This design comes from an exercise in tuning for small area and a short achievable clock period on the open sky130 flow, not from production work.
Only simulation tests tie the RTL to the original design; equivalence was not proved.
No activity file was given, so power comes from the tool's default toggle rates.

--- flow/run.sh ---
#!/bin/bash
# Layout flow: the standard ORFS flow (standard.sh, unchanged synthesis,
# floorplan, power grid, placement, CTS and routing) with two changes:
#  - every input and output port still gets a buffer, but a plain
#    sky130_fd_sc_hd__buf_2 instead of the cell buffer_ports picks by itself;
#  - setup repair aims for 10.7 ns of slack on the 14.5 ns clock, so that
#    the resizer works on the paths that set the achieved period.
# The SDC, clock period, I/O delays and loads are the standard flow's, untouched.
# make's full output goes to standard.log; each ORFS step keeps its own log
# under orfs/logs/.
set -euo pipefail
bash standard.sh \
	"BUFFER_PORTS_ARGS=-buffer_cell sky130_fd_sc_hd__buf_2" \
	SETUP_SLACK_MARGIN=10.7 \
	finish > standard.log 2>&1
--- standard.sh ---
#!/bin/bash
# synth_recipe.tcl (not shown) runs the flow's synth.tcl, then flattens the netlist and writes it again
# the make line also repeats each setting of config.mk as NAME=value (left out here)
make -C /OpenROAD-flow-scripts/flow DESIGN_CONFIG=/design/flow/config.mk WORK_HOME=/design/flow/orfs CLKGATE_MAP_FILE= SYNTH_SCRIPT=/design/flow/synth_recipe.tcl "${@:-finish}"
--- config.mk ---
export PLATFORM = sky130hd
export DESIGN_NAME = mips_pipeline
export DESIGN_NICKNAME = mips_pipeline
export VERILOG_FILES = /design/flow/design.v
export SDC_FILE = /design/flow/constraint.sdc
export NUM_CORES = 4
export LEC_CHECK = 0
export CAP_MARGIN = 20
export CELL_PAD_IN_SITES_DETAIL_PLACEMENT = 1
export CELL_PAD_IN_SITES_GLOBAL_PLACEMENT = 1
export CORE_MARGIN = 2
export CORE_UTILIZATION = 52
export CTS_CLUSTER_DIAMETER = 110
export CTS_CLUSTER_SIZE = 22
export PLACE_DENSITY = 0.66
export SLEW_MARGIN = 20
export SYNTH_HIERARCHICAL = 1
export SYNTH_MINIMUM_KEEP_SIZE = 0
--- constraint.sdc ---
create_clock -name core_clock -period 14.5 [get_ports {clk}]
set_input_delay 2.9000 -clock core_clock [delete_from_list [all_inputs] [get_ports {clk}]]
set_output_delay 2.9000 -clock core_clock [all_outputs]
set_load 0.01 [all_outputs]
--- design.v ---
`timescale 1ns/1ns
module bk_add ( a, b, cin, sum, cout, pall ) ;
	parameter N = 32 ;
	parameter L = 5 ;	 
	input [N-1:0] a, b ;
	input cin ;
	output [N-1:0] sum ;
	output cout, pall ;
	reg [N-1:0] G, P ;
	wire [N-1:0] p = a ^ b ;
	wire [N-1:0] g = a & b ;
	integer l, i ;
	always @( * ) begin
		G = g ;
		G[0] = g[0] | ( p[0] & cin ) ;
		P = p ;
		for ( l = 0 ; l < L ; l = l + 1 )
			for ( i = 0 ; i < N ; i = i + 1 )
				if ( i % ( 2 << l ) == ( 2 << l ) - 1 ) begin
					G[i] = G[i] | ( P[i] & G[i-(1<<l)] ) ;
					P[i] = P[i] & P[i-(1<<l)] ;
				end
		for ( l = L - 2 ; l >= 0 ; l = l - 1 )
			for ( i = 0 ; i < N ; i = i + 1 )
				if ( i >= 3*(1<<l)-1 && ( i - ( 3*(1<<l)-1 ) ) % ( 2 << l ) == 0 ) begin
					G[i] = G[i] | ( P[i] & G[i-(1<<l)] ) ;
					P[i] = P[i] & P[i-(1<<l)] ;
				end
	end
	assign sum = p ^ { G[N-2:0], cin } ;
	assign cout = G[N-1] ;
	assign pall = P[N-1] ;
endmodule
`timescale 1ns/1ns
module rf_aoi222 ( a1, a2, b1, b2, c1, c2, y ) ;
	input a1, a2, b1, b2, c1, c2 ;
	output y ;
	assign y = ~( ( a1 & a2 ) | ( b1 & b2 ) | ( c1 & c2 ) ) ;
endmodule
module rf_nand2 ( a, b, y ) ;
	input a, b ;
	output y ;
	assign y = ~( a & b ) ;
endmodule
module rf_or11n ( n, y ) ;
	input [10:0] n ;
	output y ;
	assign y = ~&n[3:0] | ~&n[7:4] | ~&n[10:8] ;
endmodule
module rf_rdbit ( sel, d, y ) ;
	input [31:1] sel, d ;
	output y ;
	wire [10:0] n ;
	genvar i ;
	generate
		for ( i = 0 ; i < 10 ; i = i + 1 ) begin : g
			rf_aoi222 u ( .a1(sel[3*i+1]), .a2(d[3*i+1]), .b1(sel[3*i+2]), .b2(d[3*i+2]),
						  .c1(sel[3*i+3]), .c2(d[3*i+3]), .y(n[i]) ) ;
		end
	endgenerate
	rf_nand2 u31 ( .a(sel[31]), .b(d[31]), .y(n[10]) ) ;
	rf_or11n uo ( .n(n), .y(y) ) ;
endmodule
`timescale 1ns/1ns
module mips_pipeline( clk, rst, pc_enable, imem_addr, imem_rdata,
					  dmem_addr, dmem_wdata, dmem_we, dmem_rdata );
	input clk, rst, pc_enable ;
	output [31:0] imem_addr ;
	input [31:0] imem_rdata ;
	output [31:0] dmem_addr, dmem_wdata ;
	output dmem_we ;
	input [31:0] dmem_rdata ;
	reg [31:0] pc ;
	wire [31:0] pc4 = { pc[31:2] + 30'd1, pc[1:0] } ;
	assign imem_addr = pc ;
	reg [31:0] id_instr, id_pc4 ;
	reg id_valid ;
	always @( posedge clk ) begin
		id_instr <= imem_rdata ;
		id_pc4 <= pc4 ;
		id_valid <= !rst ;
	end
	wire [5:0] op = id_instr[31:26] ;
	wire [5:0] funct = id_instr[5:0] ;
	wire [4:0] rs = id_instr[25:21] ;
	wire [4:0] rt = id_instr[20:16] ;
	wire [4:0] rd = id_instr[15:11] ;
	wire [4:0] shamt = id_instr[10:6] ;
	wire [31:0] sext = { {16{id_instr[15]}}, id_instr[15:0] } ;
	wire rtype = id_valid && ( op == 6'd0 ) ;
	wire i_srl  = rtype && ( funct == 6'd2 ) ;
	wire i_divu = rtype && ( funct == 6'd27 ) ;
	wire i_mfhi = rtype && ( funct == 6'd16 ) ;
	wire i_mflo = rtype && ( funct == 6'd18 ) ;
	wire i_jr   = rtype && ( funct == 6'd8 ) ;
	wire i_add  = rtype && ( funct == 6'd32 ) ;
	wire i_sub  = rtype && ( funct == 6'd34 ) ;
	wire i_or   = rtype && ( funct == 6'd37 ) ;
	wire i_slt  = rtype && ( funct == 6'd42 ) ;
	wire i_lw   = id_valid && ( op == 6'd35 ) ;
	wire i_sw   = id_valid && ( op == 6'd43 ) ;
	wire i_beq  = id_valid && ( op == 6'd4 ) ;
	wire i_ori  = id_valid && ( op == 6'd13 ) ;
	wire i_j    = id_valid && ( op == 6'd2 ) ;
	wire reg_write = ( rtype && !i_jr ) || i_lw || i_ori ;
	wire [4:0] waddr = !reg_write ? 5'd0 : rtype ? rd : rt ;
	wire s_sum = i_add || i_sub || i_lw || i_sw || i_beq ;
	wire s_or  = i_or || i_ori ;
	wire s_slt = i_slt ;
	wire s_srl = i_srl ;
	wire s_and = !( s_sum || s_or || s_slt || s_srl ) ;
	wire inv_b = i_sub || i_slt ;
	wire alu_src = i_lw || i_sw || i_ori ;
	wire b_neg = !alu_src && !i_beq && inv_b ;
	wire b_pos = !alu_src && !i_beq && !inv_b ;
	wire y_xor = !i_sw && !i_divu ;
	wire a_reg = !i_beq ;
	reg [31:0] rf [1:31] ;
	wire [31:0] rd1, rd2 ;
	wire [31:1] sel1, sel2 ;
	integer k ;
	genvar gi, gb ;
	generate
		for ( gi = 1 ; gi < 32 ; gi = gi + 1 ) begin : rdsel
			assign sel1[gi] = ( rs == gi ) ;
			assign sel2[gi] = ( rt == gi ) ;
		end
		for ( gb = 0 ; gb < 32 ; gb = gb + 1 ) begin : rdbit
			wire [31:1] col ;
			for ( gi = 1 ; gi < 32 ; gi = gi + 1 ) begin : c
				assign col[gi] = rf[gi][gb] ;
			end
			rf_rdbit r1 ( .sel(sel1), .d(col), .y(rd1[gb]) ) ;
			rf_rdbit r2 ( .sel(sel2), .d(col), .y(rd2[gb]) ) ;
		end
	endgenerate
	reg [31:0] ex_a, ex_b, ex_y ;
	reg [4:0] ex_waddr ;
	reg ex_memw, ex_br, ex_divd ;
	reg ex_lw, ex_mfhi, ex_mflo ;
	reg ex_s_sum, ex_s_or, ex_s_and, ex_s_slt, ex_s_srl, ex_cin ;
	always @( posedge clk ) begin
		if ( rst ) begin
			ex_waddr <= 5'd0 ;
			ex_memw <= 1'b0 ;
			ex_br <= 1'b0 ;
			ex_divd <= 1'b0 ;
		end
		else begin
			ex_waddr <= waddr ;
			ex_memw <= i_sw ;
			ex_br <= i_beq ;
			ex_divd <= i_divu ;
		end
		ex_a <= ( {32{a_reg}} & { rd1[31:5], i_srl ? shamt : rd1[4:0] } ) | ( {32{i_beq}} & id_pc4 ) ;
		ex_b <= ( {32{alu_src}} & sext ) | ( {32{b_neg}} & ~rd2 ) | ( {32{b_pos}} & rd2 ) |
				( {32{i_beq}} & { sext[29:0], 2'b00 } ) ;
		ex_y <= ( {32{i_sw}} & rd2 ) | ( {32{i_divu}} & rd1 ) | ( {32{y_xor}} & ( rd1 ^ rd2 ) ) ;
		ex_lw <= i_lw ;
		ex_mfhi <= i_mfhi ;
		ex_mflo <= i_mflo ;
		ex_s_sum <= s_sum ;
		ex_s_or <= s_or ;
		ex_s_and <= s_and ;
		ex_s_slt <= s_slt ;
		ex_s_srl <= s_srl ;
		ex_cin <= inv_b ;
	end
	wire [31:0] sum ;
	bk_add #( .N(32) ) aluadd ( .a(ex_a), .b(ex_b), .cin(ex_cin), .sum(sum), .cout(), .pall() ) ;
	wire eq = ( ex_y == 32'd0 ) ;
	wire [31:0] shifted = ex_b >> ex_a[4:0] ;
	wire [31:0] res = ( {32{ex_s_sum}} & sum ) |
					  ( {32{ex_s_or}} & ( ex_a | ex_b ) ) |
					  ( {32{ex_s_and}} & ( ex_a & ex_b ) ) |
					  ( {32{ex_s_srl}} & shifted ) |
					  { 31'd0, ex_s_slt & sum[31] } ;
	reg [31:0] mem_res, mem_x ;
	reg [4:0] mem_waddr ;
	reg mem_we, mem_taken ;
	reg mem_lw, mem_mfhi, mem_mflo ;
	always @( posedge clk ) begin
		if ( rst ) begin
			mem_waddr <= 5'd0 ;
			mem_we <= 1'b0 ;
			mem_taken <= 1'b0 ;
		end
		else begin
			mem_waddr <= ex_waddr ;
			mem_we <= ex_memw ;
			mem_taken <= ex_br && eq ;
		end
		mem_res <= res ;
		mem_x <= ex_y ;
		mem_lw <= ex_lw ;
		mem_mfhi <= ex_mfhi ;
		mem_mflo <= ex_mflo ;
	end
	assign dmem_addr = mem_res ;
	assign dmem_wdata = mem_x ;
	assign dmem_we = mem_we ;
	reg [31:0] hi, lo ;
	reg hl_valid ;
	wire rd_lo = mem_mflo && hl_valid ;
	wire rd_hi = mem_mfhi && !mem_mflo && hl_valid ;
	wire rd_m = mem_lw ;
	wire rd_r = !( mem_lw || mem_mfhi || mem_mflo ) ;
	reg [31:0] wb_data ;
	reg [4:0] wb_waddr ;
	always @( posedge clk ) begin
		if ( rst )
			wb_waddr <= 5'd0 ;
		else
			wb_waddr <= mem_waddr ;
		wb_data <= ( {32{rd_m}} & dmem_rdata ) | ( {32{rd_r}} & mem_res ) |
				   ( {32{rd_lo}} & lo ) | ( {32{rd_hi}} & hi ) ;
	end
	wire [31:0] wd = wb_data ;
	always @( posedge clk ) begin
		for ( k = 1 ; k < 32 ; k = k + 1 )
			if ( wb_waddr == k )
				rf[k] <= wd ;
	end
	wire [31:0] jtgt = { id_pc4[31:28], id_instr[25:0], 2'b00 } ;
	wire pc_go = !rst && pc_enable ;
	wire pc_hd = !rst && !pc_enable ;
	wire pc_jr = pc_go && i_jr ;
	wire pc_j  = pc_go && !i_jr && i_j ;
	wire pc_br = pc_go && !i_jr && !i_j && mem_taken ;
	wire pc_in = pc_go && !i_jr && !i_j && !mem_taken ;
	wire [31:0] pc_next = ( {32{pc_jr}} & rd1 ) | ( {32{pc_j}} & jtgt ) |
						  ( {32{pc_br}} & mem_res ) | ( {32{pc_in}} & pc4 ) |
						  ( {32{pc_hd}} & pc ) ;
	always @( posedge clk )
		pc <= pc_next ;
	reg [31:0] dv_d, dv_q, dv_r ;
	reg [5:0] dv_c ;
	reg dv_p1 ;
	wire [32:0] dv_sh = { dv_r, dv_q[31] } ;
	wire [31:0] dv_diff ;
	wire dv_co ;
	bk_add #( .N(32) ) divsub ( .a(dv_sh[31:0]), .b(~dv_d), .cin(1'b1), .sum(dv_diff), .cout(dv_co), .pall() ) ;
	wire dv_ge = dv_sh[32] | dv_co ;
	always @( posedge clk ) begin
		if ( ex_divd )
			dv_d <= ex_b ;
		if ( rst )
			dv_c <= 6'd0 ;
		else if ( ex_divd )
			dv_c <= 6'd1 ;
		else if ( dv_c != 6'd0 )
			dv_c <= ( dv_c == 6'd35 ) ? 6'd0 : dv_c + 6'd1 ;
		if ( dv_c == 6'd1 ) begin
			dv_q <= mem_x ;
			dv_r <= 32'd0 ;
		end
		else if ( dv_c >= 6'd2 && dv_c <= 6'd33 ) begin
			dv_q <= { dv_q[30:0], dv_ge } ;
			dv_r <= dv_ge ? dv_diff[31:0] : dv_sh[31:0] ;
		end
		dv_p1 <= !rst && ( dv_c == 6'd35 ) ;
		if ( rst )
			hl_valid <= 1'b0 ;
		else if ( dv_p1 )
			hl_valid <= 1'b1 ;
		if ( dv_p1 ) begin
			hi <= dv_r ;
			lo <= dv_q ;
		end
	end
endmodule
==> summary.txt, run 1 <==
Nets: 4715
Share of layout cells above drive strength 1: 16.70%
Worst setup EP type: primary output
Status: no timing/DRC/antenna violations
Worst-skew pair later-pin latency: 0.74 ns
Worst slew margin: 14.92%
Arr. time, crit path: 1.30 ns
First-pass GRT wire length: 349700 um
FP Rows: 125
Vias in the first global route: 45.87k
Hold path depth: 0
All-Layer GR Usage: 41.43%
Final hold vios: 0
Cells along the critical path: buf_6
Area delta synth->final: 12.77%
Initial Utilization: 52.32%
Worst path slowest cell: dfxtp_4
CTS root buffer: clkbuf_16
Die width: 345.5 um
Final period util: 28.96%
WL final: 253800 um
TritonCTS buffer count: 77
Max-Cap Viols: 0
WP buf/inv: 1
Clock H-tree levels: 3
Post-route ant nets: 0
# setup viols final: 0
Largest net degree at the start of global routing: 66
Die Ht: 345.5 um
Commonest cells after routing, fill and taps aside: edfxtp_1 (1120), a222oi_1 (702), nand2_1 (451)
CORE AREA: 115900 um^2
Final Util: 59.00%
Worst setup SP type: flip-flop
Crit-path leading delay family: flip-flops
Net Count, Synth: 4397
Slowest cell delay on critical path: 0.45 ns
Initial antenna violation count: 16
DR vias: 46.94k
Synth warnings: 9
Number of port buffers: 163
Final worst slack: 10.30 ns
WP data required: 11.60 ns
Fin Hold WS: 0.3353 ns
WL/cell: 41.49 um
Clk sinks: 1481
Worst Skew: 0.04163 ns
1st-pass router iterations: 13
WS Path Type: reg -> out
RSZ-0062 raised after global routing: yes
Commonest non-fill, non-tap cell in the layout: edfxtp_1
First DRT Iteration DRCs: 10.61k
CP max FO: 2
Post-synthesis cell count: 4232
CTS max path bufs: 3
TritonCTS clock tree: yes
Drt via density: 7.673
Path length in cells of the critical path: 1
# IOs: 164
Clock slew seen by the registers of the worst setup and hold paths: 0.09 ns
Tmin final: 4.199 ns
Maximum vdd ir drop: 0.0001654 V
FMAX: 238.1 MHz
Leak: 23.78 nW
Routability cong.: 0.9646
Cts hold-fix bufs: 0
Mapped Area: 60630 um^2
Die Footprint: 119300 um^2
Worst slew pin tran: 1.265 ns
Cell count of the worst reg-to-reg path: 9
Post-detail-place hpwl: 156700 um
Pwr/cell area: 134.4 nW/um^2
DR DRC count: 0
Hold WC Path Type: reg -> reg
Setup TNS: 0 ns
GRT overflow: 0
Average size of a mapped cell: 14.33 um^2
Pre-CTS setup slack: 9.724 ns
Final Max Slew Viols: 0
[path summary, 6_finish.rpt]
kind                                      startpoint        endpoint  slack (ns)
worst max-delay path               mem_x[31]$_DFF_P_  dmem_wdata[31]       10.30
worst min-delay path                   ex_lw$_DFF_P_  mem_lw$_DFF_P_        0.34
worst max register to register  id_instr[21]$_DFF_P_  pc[24]$_DFF_P_       10.61
worst min register to register         ex_lw$_DFF_P_  mem_lw$_DFF_P_        0.34
[metrics by stage]
stage | area, um^2 | power [W] | cells
floorplan | 60680 | 0.005975 | 4232
global placement | 64570 | 0.006676 | 5923
detailed placement | 64590 | 0.006710 | 5923
CTS | 68240 | 0.009136 | 6107
global route | 68360 | 0.009420 | 6112
finish | 68370 | 0.009187 | 6118
[timing repair]
item,in CTS,in global routing
pin swaps,1,2
setup buffers,67,2
gates cloned,1,0
gates resized for setup,288,18
endpoints found under the setup margin,204,161
[power breakdown]
part           leakage, nW  switching, W  internal (W)
Combinational         9.41       0.00101      0.000578
Sequential            13.3      0.000317       0.00486
Clock                 1.06       0.00139       0.00102
Total                 23.8       0.00273       0.00646
[metal layers]
metal,track usage [%],part of all wire [%]
met2,64.35,45
met1,52.04,35
met3,9.267,12
met4,28.02,8.3
met5,1.200,0.12
[sequential cells by signal, indices dropped and copies added, names as in the netlist, 5 cells and up]
name	count
rf	992
dv_d	32
dv_q	32
dv_r	32
ex_a	32
ex_b	32
ex_y	32
hi	32
id_instr	32
id_pc4	32
lo	32
mem_res	32
mem_x	32
pc	32
wb_data	32
dv_c	6
ex_waddr	5
mem_waddr	5
wb_waddr	5
[cell type report]
cell class | count | area (um^2)
Antenna cell | 7 | 17.52
Clock buffer | 108 | 2087
Clock inverter | 8 | 111.4
Fill cell | 10900 | 47520
Inverter | 95 | 356.6
Multi-Input combinational cell | 2514 | 19580
Sequential cell | 1481 | 41200
Tap cell | 1524 | 1907
Timing Repair Buffer | 381 | 3119
==> run 2, diff against run 1 <==
--- a/config.mk
+++ b/config.mk
@@ -9,10 +9,10 @@
 export CELL_PAD_IN_SITES_DETAIL_PLACEMENT = 1
 export CELL_PAD_IN_SITES_GLOBAL_PLACEMENT = 1
 export CORE_MARGIN = 2
-export CORE_UTILIZATION = 52
+export CORE_UTILIZATION = 46
 export CTS_CLUSTER_DIAMETER = 110
 export CTS_CLUSTER_SIZE = 22
-export PLACE_DENSITY = 0.66
+export PLACE_DENSITY = 0.63
 export SLEW_MARGIN = 20
 export SYNTH_HIERARCHICAL = 1
 export SYNTH_MINIMUM_KEEP_SIZE = 0
==> summary.txt, run 2 <==
Final Instance Count excl. Fillers: 6367
WP data required: 11.60 ns
CP max FO: 2
Design area: 68690 um^2
Initial Utilization: 46.24%
Hold WC Path Type: reg -> reg
Initial antenna violation count: 21
Maximum vdd ir drop: 0.00009833 V
Drt via density: 7.155
Post-detail-place hpwl: 153100 um
Final Max Slew Viols: 0
Top reg by flops: rf
FMAX: 240.9 MHz
Routability cong.: 0.9436
Flop pwr share: 56.5%
Die Footprint: 134700 um^2
Worst-skew pair later-pin latency: 0.72 ns
DR vias: 45.56k
Arr. time, crit path: 1.25 ns
Die width: 367.0 um
Tmin final: 4.152 ns
Die Ht: 367.0 um
Average size of a mapped cell: 14.33 um^2
Post-DP Area: 64910 um^2
Comb pwr share: 16.9%
CTS max path bufs: 3
Pre-CTS setup slack: 9.695 ns
Pwr/cell area: 132.4 nW/um^2
Vias in the first global route: 45.42k
Share of layout cells above drive strength 1: 17.02%
1st-pass router iterations: 10
TritonCTS buffer count: 77
Mapped Area: 60630 um^2
Post-route ant nets: 0
Clk sinks: 1481
Leak: 23.87 nW
WS Path Type: reg -> out
First-pass GRT wire length: 334400 um
Final worst slack: 10.35 ns
Post-synthesis cell count: 4232
Worst setup SP type: flip-flop
Max FFs per register: 992
Crit-path leading delay family: flip-flops
GRT overflow: 0
First DRT Iteration DRCs: 9220
Setup TNS: 0 ns
Final Util: 52.38%
# setup viols final: 0
Number of port buffers: 163
Placed cells: 6165
Net Count, Synth: 4397
Clock H-tree levels: 3
# IOs: 164
WL final: 238700 um
Status: no timing/DRC/antenna violations
Slowest cell delay on critical path: 0.42 ns
Synth warnings: 9
RSZ-0062 raised after global routing: yes
Worst slew pin tran: 1.102 ns
Internal Power: 0.006478 W
WL/cell: 37.49 um
Sw frac: 28.78%
Commonest cells after routing, fill and taps aside: edfxtp_1 (1120), a222oi_1 (702), nand2_1 (452)
Fill cells: 12.70k
Net Sw Power: 0.002618 W
Area delta synth->final: 13.29%
Worst Skew: 0.02858 ns
Worst setup EP type: primary output
All-Layer GR Usage: 34.48%
CORE AREA: 131100 um^2
DR DRC count: 0
Worst path slowest cell: dfxtp_4
Cts hold-fix bufs: 0
Clock slew seen by the registers of the worst setup and hold paths: 0.10 ns
TritonCTS clock tree: yes
WP buf/inv: 1
Largest net degree at the start of global routing: 65
Clock Power Share: 26.6%
Commonest non-fill, non-tap cell in the layout: edfxtp_1
Worst slew margin: 26.24%
Final hold vios: 0
Nets: 4736
FP Rows: 133
CTS root buffer: clkbuf_16
Cells along the critical path: buf_6
Final period util: 28.63%
Max-Cap Viols: 0
[run 2: layer usage]
| layer | routed length (um) | track usage, % | part of all wire, % |
|---|---|---|---|
| met1 | 90650 | 45.85 | 38 |
| met4 | 10080 | 13.36 | 4.2 |
| met3 | 26150 | 6.923 | 11 |
| met5 | 103 | 0 | 0.043 |
| met2 | 111700 | 55.78 | 47 |
[run 2: power by group through the flow]
stage | logic, W | registers [W] | clock network [W]
5_1_grt | 0.00166 | 0.00516 | 0.00258
4_1_cts | 0.00151 | 0.00514 | 0.00244
3_3_place_gp | 0.00137 | 0.00523 | 0
6_report | 0.00154 | 0.00514 | 0.00242
2_1_floorplan | 0.000842 | 0.00513 | 0
3_5_place_dp | 0.00140 | 0.00523 | 0
[run 2: worst paths after layout]
kind                                   startpoint                  to  slack, ns  depth (start not counted)
worst min-delay path              ex_mflo$_DFF_P_    mem_mflo$_DFF_P_       0.34                          0
worst max register to register    ex_a[0]$_DFF_P_  mem_res[6]$_DFF_P_      10.76                         15
worst max-delay path            mem_x[16]$_DFF_P_      dmem_wdata[16]      10.35                          1
worst min register to register    ex_mflo$_DFF_P_    mem_mflo$_DFF_P_       0.34                          0
[run 2: area by class of cell]
type / instances / area, um^2 / share of cell area (%)
Inverter: 95 / 356.6 / 0.5191
Antenna cell: 1 / 2.502 / 0.003643
Multi-Input combinational cell: 2513 / 19500 / 28.38
Clock inverter: 6 / 60.06 / 0.08743
Timing Repair Buffer: 403 / 3266 / 4.754
Tap cell: 1755 / 2196 / 3.197
Clock buffer: 113 / 2126 / 3.095
Sequential cell: 1481 / 41190 / 59.96
[run 2: what timing repair did]
item                       in CTS  in global routing
pin swaps                       0                  4
resized for setup             280                 22
setup buffers                  78                  4
setup endpoints to repair     159                191
[run 2: metrics by stage]
stage / power, W / hold WS (ns)
CTS: 0.009087 / 0.3363
detailed placement: 0.006635 / 0.3143
floorplan: 0.005975 / 0.3096
finish: 0.009097 / 0.3372
global placement: 0.006604 / 0.3126
global route: 0.009396 / 0.3465
==> run 3, diff against run 2 <==
--- a/config.mk
+++ b/config.mk
@@ -9,10 +9,10 @@
 export CELL_PAD_IN_SITES_DETAIL_PLACEMENT = 1
 export CELL_PAD_IN_SITES_GLOBAL_PLACEMENT = 1
 export CORE_MARGIN = 2
-export CORE_UTILIZATION = 46
+export CORE_UTILIZATION = 43
 export CTS_CLUSTER_DIAMETER = 110
 export CTS_CLUSTER_SIZE = 22
-export PLACE_DENSITY = 0.63
+export PLACE_DENSITY = 0.62
 export SLEW_MARGIN = 20
 export SYNTH_HIERARCHICAL = 1
 export SYNTH_MINIMUM_KEEP_SIZE = 0
==> summary.txt, run 3 <==
Initial antenna violation count: 15
WL/cell: 37.97 um
CTS max path bufs: 3
Die Ht: 379.5 um
Final Max Slew Viols: 0
Max-Cap Viols: 0
Placed cells: 6278
# setup viols final: 0
Met3 WL: 27240 um
Vias in the first global route: 45.62k
DR top layer: met5
1st-pass router iterations: 13
CORE AREA: 139700 um^2
Die Footprint: 144000 um^2
Number of port buffers: 163
First DRT Iteration DRCs: 8685
Mapped Area: 60630 um^2
CTS root buffer: clkbuf_16
Worst path slowest cell: dfxtp_4
Share of layout cells above drive strength 1: 17.06%
Initial Utilization: 43.40%
Area delta synth->final: 13.55%
CP max FO: 2
Maximum vdd ir drop: 0.0001011 V
TritonCTS buffer count: 77
WP buf/inv: 1
Die width: 379.5 um
Post-route ant nets: 0
Cells along the critical path: buf_6
Clock H-tree levels: 3
Hold WC Path Type: reg -> reg
Met2 WL: 113500 um
All-Layer GR Usage: 33.57%
First-pass GRT wire length: 342400 um
FP Rows: 137
Worst setup SP type: flip-flop
TritonCTS clock tree: yes
DR DRC count: 0
Commonest non-fill, non-tap cell in the layout: edfxtp_1
Pwr/cell area: 132.2 nW/um^2
Crit-path leading delay family: flip-flops
Met1 wire length: 94270 um
Worst setup EP type: primary output
Final Instance Count excl. Fillers: 6485
Max FFs per register: 992
Nets: 4725
Leak: 23.81 nW
Tmin final: 4.174 ns
Status: no timing/DRC/antenna violations
Synth warnings: 9
Top reg by flops: rf
Fill cells: 13.73k
Post-detail-place hpwl: 151900 um
Post-synthesis cell count: 4232
Largest net degree at the start of global routing: 66
GRT overflow: 0
Clock slew seen by the registers of the worst setup and hold paths: 0.11 ns
WP data required: 11.60 ns
Routability cong.: 0.9395
Worst-skew pair later-pin latency: 0.74 ns
Average size of a mapped cell: 14.33 um^2
Slowest cell delay on critical path: 0.41 ns
Clk sinks: 1481
WS Path Type: reg -> out
Commonest cells after routing, fill and taps aside: edfxtp_1 (1120), a222oi_1 (702), nand2_1 (451)
Worst slew margin: 27.40%
Drt via density: 7.099
# IOs: 164
DR vias: 46.04k
WL final: 246200 um
FMAX: 239.6 MHz
Final period util: 28.79%
Net Count, Synth: 4397
RSZ-0062 raised after global routing: yes
Final hold vios: 0
Arr. time, crit path: 1.27 ns
Worst Skew: 0.03843 ns
Setup TNS: 0 ns
Worst slew pin tran: 1.089 ns
-- run 3: report_power, final --
group / switching (W) / total, W / internal [W]
clock: 0.00141 / 0.00244 / 0.00103
sequential: 0.000304 / 0.00517 / 0.00486
combinational: 0.000921 / 0.00150 / 0.000578
-- run 3: cell type report --
type                    instances  area (um^2)  share of cell area, %
clock buffers                 119         2127                  3.090
diodes                          1        2.502               0.003635
clock inverters                 8        68.82                0.09996
flip-flops and latches       1481        41200                  59.85
multi-input cells            2513        19560                  28.41
well taps                    1876         2347                  3.409
inverters                      95        356.6                 0.5180
repair buffers                392         3179                  4.618
-- run 3: path summary, 6_finish.rpt --
kind                                    endpoint                  from  slack [ns]  cells past startpoint
worst max-delay path                dmem_addr[4]    mem_res[4]$_DFF_P_       10.33                      1
worst min-delay path              mem_lw$_DFF_P_         ex_lw$_DFF_P_        0.33                      0
worst max register to register  ex_y[24]$_DFF_P_  id_instr[22]$_DFF_P_       10.69                      8
worst min register to register    mem_lw$_DFF_P_         ex_lw$_DFF_P_        0.33                      0
-- run 3: per-stage QoR --
step | hold slack (ns) | util [%] | instance area [um^2] | total power [W] | worst slack [ns]
2_1_floorplan | 0.3096 | - | 60680 | 0.005975 | 10.52
3_3_place_gp | 0.3129 | 46.56 | 65040 | 0.006590 | 9.710
3_5_place_dp | 0.3135 | 46.56 | 65050 | 0.006628 | 9.661
4_1_cts | 0.3318 | 49.21 | 68750 | 0.009092 | 10.29
5_1_grt | 0.3377 | 49.28 | 68850 | 0.009401 | 10.32
6_report | 0.3289 | 49.28 | 68850 | 0.009103 | 10.33
-- run 3: repair_timing --
action                     CTS  global route
gates cloned                 0             0
gates resized for setup    296            18
setup buffers               75             3
pin swaps                    1             1
hold buffers                 0             0
setup endpoints to repair  184           180
hold endpoints to repair     0             0
-- run 3: per-layer routing --
layer / vias to the layer above / GRT usage [%]
li1: 18730 / -
met1: 23660 / 44.45
met2: 3096 / 53.15
met3: 546 / 6.929
met4: 2 / 15.37
met5: - / 0
==> run 4, diff against run 3 <==
==> flow/run.sh (replaced) <==
#!/bin/bash
# Layout flow: the standard ORFS flow (standard.sh, unchanged synthesis,
# floorplan, power grid, placement, CTS and routing) with two changes:
#  - every input and output port still gets a buffer, but a plain
#    sky130_fd_sc_hd__buf_2 instead of the cell buffer_ports picks by itself;
#  - setup repair aims for 10.5 ns of slack on the 14.5 ns clock, so that
#    the resizer works on the paths that set the achieved period.
# The SDC, clock period, I/O delays and loads are the standard flow's, untouched.
# make's full output goes to standard.log; each ORFS step keeps its own log
# under orfs/logs/.
set -euo pipefail
bash standard.sh \
	"BUFFER_PORTS_ARGS=-buffer_cell sky130_fd_sc_hd__buf_2" \
	SETUP_SLACK_MARGIN=10.5 \
	finish > standard.log 2>&1
--- a/config.mk
+++ b/config.mk
@@ -9,10 +9,10 @@
 export CELL_PAD_IN_SITES_DETAIL_PLACEMENT = 1
 export CELL_PAD_IN_SITES_GLOBAL_PLACEMENT = 1
 export CORE_MARGIN = 2
-export CORE_UTILIZATION = 43
+export CORE_UTILIZATION = 46
 export CTS_CLUSTER_DIAMETER = 110
 export CTS_CLUSTER_SIZE = 22
-export PLACE_DENSITY = 0.62
+export PLACE_DENSITY = 0.63
 export SLEW_MARGIN = 20
 export SYNTH_HIERARCHICAL = 1
 export SYNTH_MINIMUM_KEEP_SIZE = 0
==> summary.txt, run 4 <==
Status: no timing/DRC/antenna violations
DR vias: 45.79k
Slowest cell delay on critical path: 0.41 ns
Synth warnings: 9
TritonCTS buffer count: 77
Max FFs per register: 992
Drt via density: 7.198
Post-synthesis cell count: 4232
FF-to-FF setup slack: 10.56 ns
Worst Skew: 0.02526 ns
Routability cong.: 0.9391
Average size of a mapped cell: 14.33 um^2
Post-route ant nets: 0
Clock slew seen by the registers of the worst setup and hold paths: 0.10 ns
WL final: 238000 um
Worst setup SP type: flip-flop
Commonest non-fill, non-tap cell in the layout: edfxtp_1
Mapped Area: 60630 um^2
WL/cell: 37.41 um
Hold path depth: 0
Comb pwr share: 16.5%
Share of layout cells above drive strength 1: 16.83%
Final Max Slew Viols: 0
Design area: 68620 um^2
First DRT Iteration DRCs: 8639
Post-DP Area: 64850 um^2
Critical R2R Launch: id_instr[25]$_DFF_P_
Flop pwr share: 56.8%
Area delta synth->final: 13.18%
Die Footprint: 134700 um^2
Number of port buffers: 163
Final hold vios: 0
Clock H-tree levels: 3
CP max FO: 2
DR DRC count: 0
WS Path Type: reg -> out
TritonCTS clock tree: yes
WP buf/inv: 1
Crit-path leading delay family: flip-flops
Post-detail-place hpwl: 152100 um
Leak: 23.84 nW
Worst slew pin tran: 1.135 ns
Worst-skew pair later-pin latency: 0.72 ns
End point of the worst hold path: mem_mfhi$_DFF_P_
Cells along the critical path: buf_6
FP Rows: 133
Tmin final: 4.146 ns
R2R Path End: pc[4]$_DFF_P_
RSZ-0062 raised after global routing: yes
Internal Power: 0.006487 W
Initial Utilization: 46.24%
# IOs: 164
# setup viols final: 0
Startpoint of the worst hold path: ex_mfhi$_DFF_P_
Clk sinks: 1481
Net Count, Synth: 4397
Cell count of the worst reg-to-reg path: 9
Die width: 367.0 um
Commonest cells after routing, fill and taps aside: edfxtp_1 (1120), a222oi_1 (702), nand2_1 (452)
Worst slew margin: 24.22%
Final period util: 28.59%
First-pass GRT wire length: 333600 um
CORE AREA: 131100 um^2
1st-pass router iterations: 11
GRT overflow: 0
Worst setup EP type: primary output
Net Sw Power: 0.002598 W
Hold WC Path Type: reg -> reg
Die Ht: 367.0 um
Setup TNS: 0 ns
Pwr/cell area: 132.4 nW/um^2
Clock Power Share: 26.7%
Vias in the first global route: 45.84k
Max-Cap Viols: 0
Top reg by flops: rf
Worst path slowest cell: dfxtp_4
FMAX: 241.2 MHz
All-Layer GR Usage: 34.37%
Largest net degree at the start of global routing: 66
Sw frac: 28.60%
Arr. time, crit path: 1.25 ns
CTS max path bufs: 3
WP data required: 11.60 ns
CTS root buffer: clkbuf_16
Fill cells: 12.82k
Nets: 4731
Initial antenna violation count: 15
Maximum vdd ir drop: 0.0001059 V
==> run 4: changes by cell type in the layout (fill, tap and decap cells not counted), sizes merged <==
| cell | delta |
|---|---|
| buf | +6 |
| clkbuf | -5 |
| clkinv | -4 |
| inv | +1 |
==> run 4: layout make-up <==
cell class	count	area, um^2	area share [%]
Clock buffer	114	2161	3.149
Multi-Input combinational cell	2513	19460	28.36
Timing Repair Buffer	398	3193	4.653
Tap cell	1755	2196	3.200
Clock inverter	5	52.55	0.07658
Inverter	95	356.6	0.5196
Sequential cell	1481	41200	60.03
Antenna cell	1	2.502	0.003647
==> run 4: stage by stage <==
| stage | hold WS (ns) | power [W] | utilization (%) | cells | worst slack, ns |
|---|---|---|---|---|---|
| floorplan | 0.3096 | 0.005975 | - | 4232 | 10.48 |
| global placement | 0.3124 | 0.006583 | 49.45 | 6161 | 9.666 |
| detailed placement | 0.3136 | 0.006622 | 49.46 | 6161 | 9.623 |
| CTS | 0.3427 | 0.009089 | 52.30 | 6358 | 10.32 |
| global route | 0.3542 | 0.009380 | 52.33 | 6361 | 10.32 |
| finish | 0.3390 | 0.009085 | 52.33 | 6362 | 10.35 |
==> run 4: per-layer routing <==
layer	track usage, %	vias up	wire (um)
met5	0	-	33
met4	13.57	6	9957
met3	7.023	543	26860
met2	54.83	2986	109800
met1	46.20	23520	91360
li1	-	18740	-
==> run 4: what timing repair did <==
action                                  in CTS  in global routing
buffers inserted                            78                  2
endpoints found under the setup margin     101                132
gates resized for setup                    285                  5
hold buffers                                 0                  0
pin swaps                                    0                  1
==> run 4: power groups by stage <==
stage / logic [W] / clock network, W / registers, W
final: 0.00150 / 0.00243 / 0.00516
after global routing: 0.00162 / 0.00259 / 0.00518
after CTS: 0.00147 / 0.00246 / 0.00515
after detailed placement: 0.00137 / 0 / 0.00525
after global placement: 0.00134 / 0 / 0.00525
after floorplan: 0.000842 / 0 / 0.00513
==> run 4: worst max path at each step <==
stage / slack (ns) / to / startpoint / cells past startpoint
after global routing: 10.32 / dmem_wdata[16] / mem_x[16]$_DFF_P_ / 1
after CTS: 10.32 / imem_addr[31] / pc[31]$_DFF_P_ / 1
after global placement: 9.67 / pc[4]$_DFF_P_ / rst / 7
final: 10.35 / dmem_wdata[16] / mem_x[16]$_DFF_P_ / 1
after floorplan: 10.48 / pc[4]$_DFF_P_ / rst / 6
after detailed placement: 9.62 / pc[4]$_DFF_P_ / rst / 7

-- re-timing with driven ports --
No port has a modelled driver above. Below, the same layouts with a new extraction and two added sets of constraints. Step 1 (the two cells are an assumption about what drives the block):
set clk [get_ports {clk}]
set_driving_cell -lib_cell sky130_fd_sc_hd__clkbuf_16 $clk
set_driving_cell -lib_cell sky130_fd_sc_hd__buf_2 [delete_from_list [all_inputs] $clk]
Step 2, shift: input delay + t, output delay - t, t = (earliest + latest rising clock arrival at the registers) / 2. This alone moves slack from input paths to output paths. a / b / c = no drivers / after step 1 / after step 2; a / b = the first two.
| run | t (ns) | setup WS [ns] | worst hold slack (ns) | slew at the worst register clock pin (ns) | pins driven straight from the clock port |
|---|---|---|---|---|---|
| run 1 | 0.801 | 10.301 / 10.219 / 10.021 | 0.335 / 0.335 / 0.335 | 0.10 / 0.10 | 1 |
| run 2 | 0.786 | 10.348 / 10.268 / 9.992 | 0.337 / 0.337 / 0.337 | 0.10 / 0.10 | 1 |
| run 3 | 0.810 | 10.326 / 10.241 / 9.985 | 0.329 / 0.329 / 0.329 | 0.11 / 0.11 | 1 |
| run 4 | 0.792 | 10.354 / 10.273 / 9.854 | 0.339 / 0.339 / 0.339 | 0.10 / 0.10 | 1 |
After both steps setup and hold are still met in every run listed. The setup slack of run 4, which loses most, moves by -0.081 ns with the drivers and by -0.500 ns with both steps.
